This is an optimization exercise on Yosys and OpenROAD, whose aim is small area and a short achievable clock period, not a production implementation.
Function was checked by simulation only, so behaviour that the tests miss may differ from the original.
Power and IR drop assume default switching activity.

==> flow/design.v, too long to show whole: its modules and the start of the top module <==
// module mul: 2224 lines
// module mul_fa: 4 lines
module mul(clk,reset,opcode,go,
	   src_A,
	   src_B,
	   src_hilo,
	   rob_ptr_in,
	   gpr_prf_ptr_in,
	   hilo_prf_ptr_in,
	   y,complete,
	   rob_ptr_out,
	   gpr_prf_ptr_val_out,
	   gpr_prf_ptr_out,
	   hilo_prf_ptr_val_out,
	   hilo_prf_ptr_out);
  // ...
==> flow/flow/run.sh <==
#!/bin/bash
set -euo pipefail
bash standard.sh SETUP_SLACK_MARGIN=7.0 finish > make_finish.log 2>&1
==> flow/standard.sh <==
#!/bin/bash
# synth_recipe.tcl (not shown) runs the flow's synth.tcl, then flattens the netlist and writes it again
# the make line also repeats each setting of config.mk as NAME=value (left out here)
make -C /OpenROAD-flow-scripts/flow DESIGN_CONFIG=/design/flow/config.mk WORK_HOME=/design/flow/orfs CLKGATE_MAP_FILE= SYNTH_SCRIPT=/design/flow/synth_recipe.tcl "${@:-finish}"
==> flow/config.mk <==
export PLATFORM = sky130hd
export DESIGN_NAME = mul
export DESIGN_NICKNAME = mul
export VERILOG_FILES = /design/flow/design.v
export SDC_FILE = /design/flow/constraint.sdc
export NUM_CORES = 4
export LEC_CHECK = 0
export CAP_MARGIN = 20
export CORE_MARGIN = 2
export CORE_UTILIZATION = 40
export SLEW_MARGIN = 20
export SYNTH_HIERARCHICAL = 1
export SYNTH_MINIMUM_KEEP_SIZE = 0
==> flow/constraint.sdc <==
create_clock -name core_clock -period 10.5 [get_ports {clk}]
set_input_delay 2.1000 -clock core_clock [delete_from_list [all_inputs] [get_ports {clk}]]
set_output_delay 2.1000 -clock core_clock [all_outputs]
set_load 0.01 [all_outputs]
==> out/metrics.yaml, run 1 <==
status: "timing/DRC/antenna clean"
start_util_pct: 40.20
setup.worst_path.end: "r1_t[108]"
numCtsBuffers: 52
multi_input_area_sq_mm: 0.02790
globalplace.congestion: 0.8877
yosys.area_share.adder_pct: 35.19
p_leak_nw: 18.28
seq_share_pct: 18.63
grtUsageMet3_pct: 9.960
power_density_mw_per_mm2: 320.0
setup_violations: 0
seqCellArea_sq_mm: 0.008791
final-clk-cell-share_pct: 4.142
taps: 1155
path_depth: 10
synthFlopType: "dfxtp_1"
switchingPower_mw: 6.598
core_area_sq_mm: 0.08635
route.final.wire_length_microns: 127600
synthMuxAreaShare_pct: 0.1442
fin_crit_sh_pct: 37.65
cts.htree.levels: 2
n_fill_cell: 7121
yosysMostFrequentCell: "xnor2_1"
wl_met3_microns: 16610
power_leader: "combinational cells"
post_cts_buffers: 122
reg_top3: "r1_t (191), r0_h (64), r2_y (64)"
synth-edff-count: 0
root_buffer: "clkbuf_16"
tns_ps: 0
reg2reg_depth: 10
critPathKind: "reg2reg"
==> run 2: changes to the inputs <==
==> flow/run.sh (new file) <==
#!/bin/bash
# synth_recipe.tcl (not shown) runs the flow's synth.tcl, then flattens the netlist and writes it again
# the make line also repeats each setting of config.mk as NAME=value (left out here)
make -C /OpenROAD-flow-scripts/flow DESIGN_CONFIG=/design/flow/config.mk WORK_HOME=/design/flow/orfs CLKGATE_MAP_FILE= SYNTH_SCRIPT=/design/flow/synth_recipe.tcl finish
removed: flow/flow/run.sh
removed: flow/standard.sh
==> out/metrics.yaml, run 2 <==
status: "timing/DRC/antenna clean"  # unchanged
worstPathArrival_ps: 5730  # was 4460 ps
yosys.area.top_type: "fa_1"  # unchanged
cp-startpoint: "r0_msub"  # was r0_b[1]
worstPathRequired_ps: 11020  # was 11,000 ps
min_path_type: "reg2reg"  # unchanged
drc: 0  # unchanged
end_kind: "register"  # unchanged
finalMaxSlewViolations: 0  # unchanged
synthTopCellsByCount: "565 x xnor2_1, 537 x fa_1, 480 x a22oi_1"  # unchanged
post_cts_buffers: 0  # was 122
grt-ovfl-total: 0  # unchanged
yosysUniqueCellTypes: 65  # unchanged
power_density_mw_per_mm2: 334.9  # was 320.0 mW/mm^2
rsz0062_at_grt: "false"  # was true
routedWlPerCell_microns: 24.54  # was 27.55 microns
synth_xor_area_share_pct: 17.03  # unchanged
cts.htree.levels: 2  # unchanged
root_buffer: "clkbuf_16"  # unchanged
ys_warn_count: 7  # unchanged
drtPass1Iterations: 7  # unchanged
sw_frac_of_total_pct: 44.10  # was 43.71%
clk_latency_ps: 660  # was 630 ps
fin_crit_sh_pct: 49.56  # was 37.65%
cts_resized: 0  # was 687
synthFlopType: "dfxtp_1"  # unchanged
row_count: 108  # unchanged
busiest_layer: "met2"  # unchanged
seqCellArea_sq_mm: 0.008667  # was 0.008791 sq mm
grt_pass1_vias: 25967  # was 28,455
nNetsFinal: 4007  # was 4,236
synth_area_leaders: "fa_1 31%, dfxtp_1 25%, xnor2_1 14%"  # unchanged
synth-compound-area-share_pct: 13.67  # unchanged
r2r_slack_ps: 5300  # was 6550 ps
clkTransAtPathRegs_ps: 60  # about the same
synth_top_family_by_area: "adder cells"  # unchanged
grt_util_met1_pct: 33.23  # was 34.78%
async_flop_share_pct: 0  # unchanged
track_usage_pct: 24.51  # was 27.64%
drive_above_1_share_pct: 7.586  # was 29.30%
die_x_microns: 298.6  # unchanged
die_area_sq_mm: 0.08915  # unchanged
seq_area_frac_synth_pct: 24.92  # unchanged
synth.avg_cell_area_sq_um: 11.00  # unchanged
clkPwrFrac_pct: 13.9  # was 13.4%
place_area_sq_mm: 0.03813  # was 0.03871 sq mm
worst_pin_slew_ps: 1077  # was 663.3 ps
synth_area_sq_mm: 0.03471  # unchanged
holdWs_ps: 320.7  # was 324.5 ps
max_freq_mhz: 192.2  # was 253.0 MHz
largest_reg_flops: 191  # unchanged
core_area_sq_mm: 0.08635  # unchanged
io_pins: 232  # unchanged
reg2reg_depth: 9  # was 10
critPathKind: "reg2reg"  # unchanged
grt_first_pass_wirelength_microns: 165700  # was 184,200 microns
peakVddDrop_v: 0.0002621  # was 0.0002327 V
grt_max_degree: 50  # was 65
maxCapViolations: 0  # unchanged
top_register: "r1_t"  # unchanged
areaGrowthSynthToFinish_pct: 15.16  # was 35.93%
timing.rr.end: "r1_t[111]"  # was r1_t[108]
die_y_microns: 298.6  # unchanged
ys_seq_elements: 432  # unchanged
via_count: 24805  # was 27,246
layout_common_cells: "563 x xnor2_1, 537 x fa_1, 480 x a22oi_1"  # was 404 x xnor2_1, 390 x a22oi_1, 382 x dfxtp_1
portBuffers: 231  # unchanged
crit_path_max_fanout: 37  # was 13
grtUsageMet3_pct: 6.434  # was 9.960%
setup_violations: 0  # unchanged
cts_buffer_depth: 3  # unchanged
min_period_ps: 5204  # was 3953 ps
vias_per_cell: 5.639  # was 5.881
globalplace.congestion: 0.8890  # was 0.8877
mostFrequentLayoutCell: "xnor2_1"  # unchanged
yosysMostFrequentCell: "xnor2_1"  # unchanged
start_util_pct: 40.20  # unchanged
multi_input_area_sq_mm: 0.02487  # was 0.02790 sq mm
p_comb_share_pct: 66.1  # was 69.0%
syn_inst: 3154  # unchanged
synth-edff-count: 0  # unchanged
setup.worst_path.end: "r1_t[111]"  # was r1_t[108]
critPathLaunchType: "register"  # unchanged
reg_top3: "r1_t (191), r0_h (64), r2_y (64)"  # unchanged
cts_sinks: 432  # unchanged
cts_tree: "done"  # unchanged
p_seq_share_pct: 19.9  # was 17.6%
drtIter0Drc: 2258  # was 3,292
yosysTopAreaCellShare_pct: 30.97  # unchanged
route.final.wire_length_microns: 108000  # was 127,600 microns
report.final.hold_viol_count: 0  # unchanged
hpwlAfterDp_microns: 72890  # was 73,090 microns
n_fill_cell: 7944  # was 7,121
numCtsBuffers: 51  # was 52
tns_ps: 0  # unchanged
fin_area_sq_mm: 0.03997  # was 0.04718 sq mm
switchingPower_mw: 5.904  # was 6.598 mW
utilization_pct: 46.29  # was 54.64%
gr-usage-met2_pct: 37.36  # was 41.98%
hold_buffers: 0  # unchanged
antenna_found_initial: 4  # unchanged
synthMuxAreaShare_pct: 0.1442  # unchanged
finClkSkew_ps: 31.26  # was 22.61 ps
p_leak_nw: 15.11  # was 18.28 nW
yosys.area_share.adder_pct: 35.19  # unchanged
rr_startpoint: "r0_msub"  # was r0_b[1]
p_int_mw: 7.485  # was 8.499 mW
ant_nets: 0  # unchanged
syn_nets: 3960  # unchanged
synth_simple_gate_area_share_pct: 4.802  # unchanged
maxSlewHeadroom_pct: 28.13  # was 55.78%
## run 2: per-layer routing
layer  share of wire [%]  vias up
met4                 3.8        8
li1                    -    10616
met2                  44     1359
met1                  42    12543
met5                0.13        -
met3                  10      279
## run 2: how the worst min path moves through the flow
stage | from | to | slack [ps] | cells after the start
6_report | r0_h[0] | r1_t[2] | 320 | 0
5_1_grt | r1_gpr[2] | r2_gpr[2] | 330 | 0
4_1_cts | r0_gpr[4] | r1_gpr[4] | 320 | 0
3_5_place_dp | r0_gpr[1] | r1_gpr[1] | 310 | 0
3_3_place_gp | r0_gpr[1] | r1_gpr[1] | 310 | 0
2_1_floorplan | r0_gpr[0] | r1_gpr[0] | 310 | 0
## run 2: per-module statistics from Yosys, one instance, submodules excluded
| module | times used | flip-flops and latches | area (sq um) | cells inside |
|---|---|---|---|---|
| mul | 1 | 432 | 24080 | 2623 |
| mul_fa | 531 | 0 | 20.02 | 1 |
## run 2: layout make-up
cell class              count  share of cell area (%)
flip-flops and latches    432                   21.68
well taps                1155                   3.615
multi-input cells        2331                   62.21
clock buffers              63                   3.531
inverters                  82                  0.7700
clock inverters            32                  0.9453
diodes                      1                0.006260
repair buffers            303                   7.237
## run 2: cell families after synthesis
family / count (synthesis)
muxes: 5
adders and majority gates: 654
AOI/OAI and AO/OA: 657
xor gates and xnor gates: 675
DFF: 432
and+or+nand+nor: 340
buffers and inverters: 391
## run 2: per-stage QoR
step	power [mW]	instances	worst slack, ps
after floorplan	8.851	3154	6322
after global placement	11.49	4301	5297
after detailed placement	11.65	4301	5292
after CTS	13.57	4396	5278
after global routing	14.78	4399	5097
final	13.39	4399	5296
## run 2: power groups by stage
| stage | clock network (mW) | logic, mW | registers (mW) |
|---|---|---|---|
| 2_1_floorplan | 0 | 6.18 | 2.67 |
| 3_3_place_gp | 0 | 8.79 | 2.71 |
| 3_5_place_dp | 0 | 8.93 | 2.71 |
| 4_1_cts | 1.92 | 8.97 | 2.68 |
| 5_1_grt | 1.98 | 10.1 | 2.73 |
| 6_report | 1.86 | 8.86 | 2.67 |
## run 2: worst max-delay path, stage by stage (launching register included)
cell and delay, ps:
dfxtp_2 640, buf_4 620, xnor2_1 230, inv_2 810
xnor2_1 240, fa_1 510, fa_1 500, fa_1 520
fa_1 460, fa_1 470

-- separate check: timing with driven ports --
The results above use ideal ports. As a check the final layouts listed here were re-extracted and re-timed, cells and wires unchanged.
Step 1 (the two cells are an assumption about what drives the block):
set clk [get_ports {clk}]
set_driving_cell -lib_cell sky130_fd_sc_hd__clkbuf_16 $clk
set_driving_cell -lib_cell sky130_fd_sc_hd__buf_2 [delete_from_list [all_inputs] $clk]
Step 2, shift: input delay + t, output delay - t, t = (earliest + latest rising clock arrival at the registers) / 2. This alone moves slack from input paths to output paths.
a / b / c = ideal ports / drivers / drivers and shift; a / b = the first two.
| run | t (ns) | slack for setup (ns) | worst setup path at the end |
|---|---|---|---|
| run 1 | 0.689 | 6.547 / 6.547 / 6.537 | input to register |
| run 2 | 0.708 | 5.296 / 5.296 / 5.296 | register to register |
After both steps setup and hold are still met in every run listed. The setup slack of run 1, which loses most, moves by 0.000 ns with the drivers and by -0.010 ns with both steps.
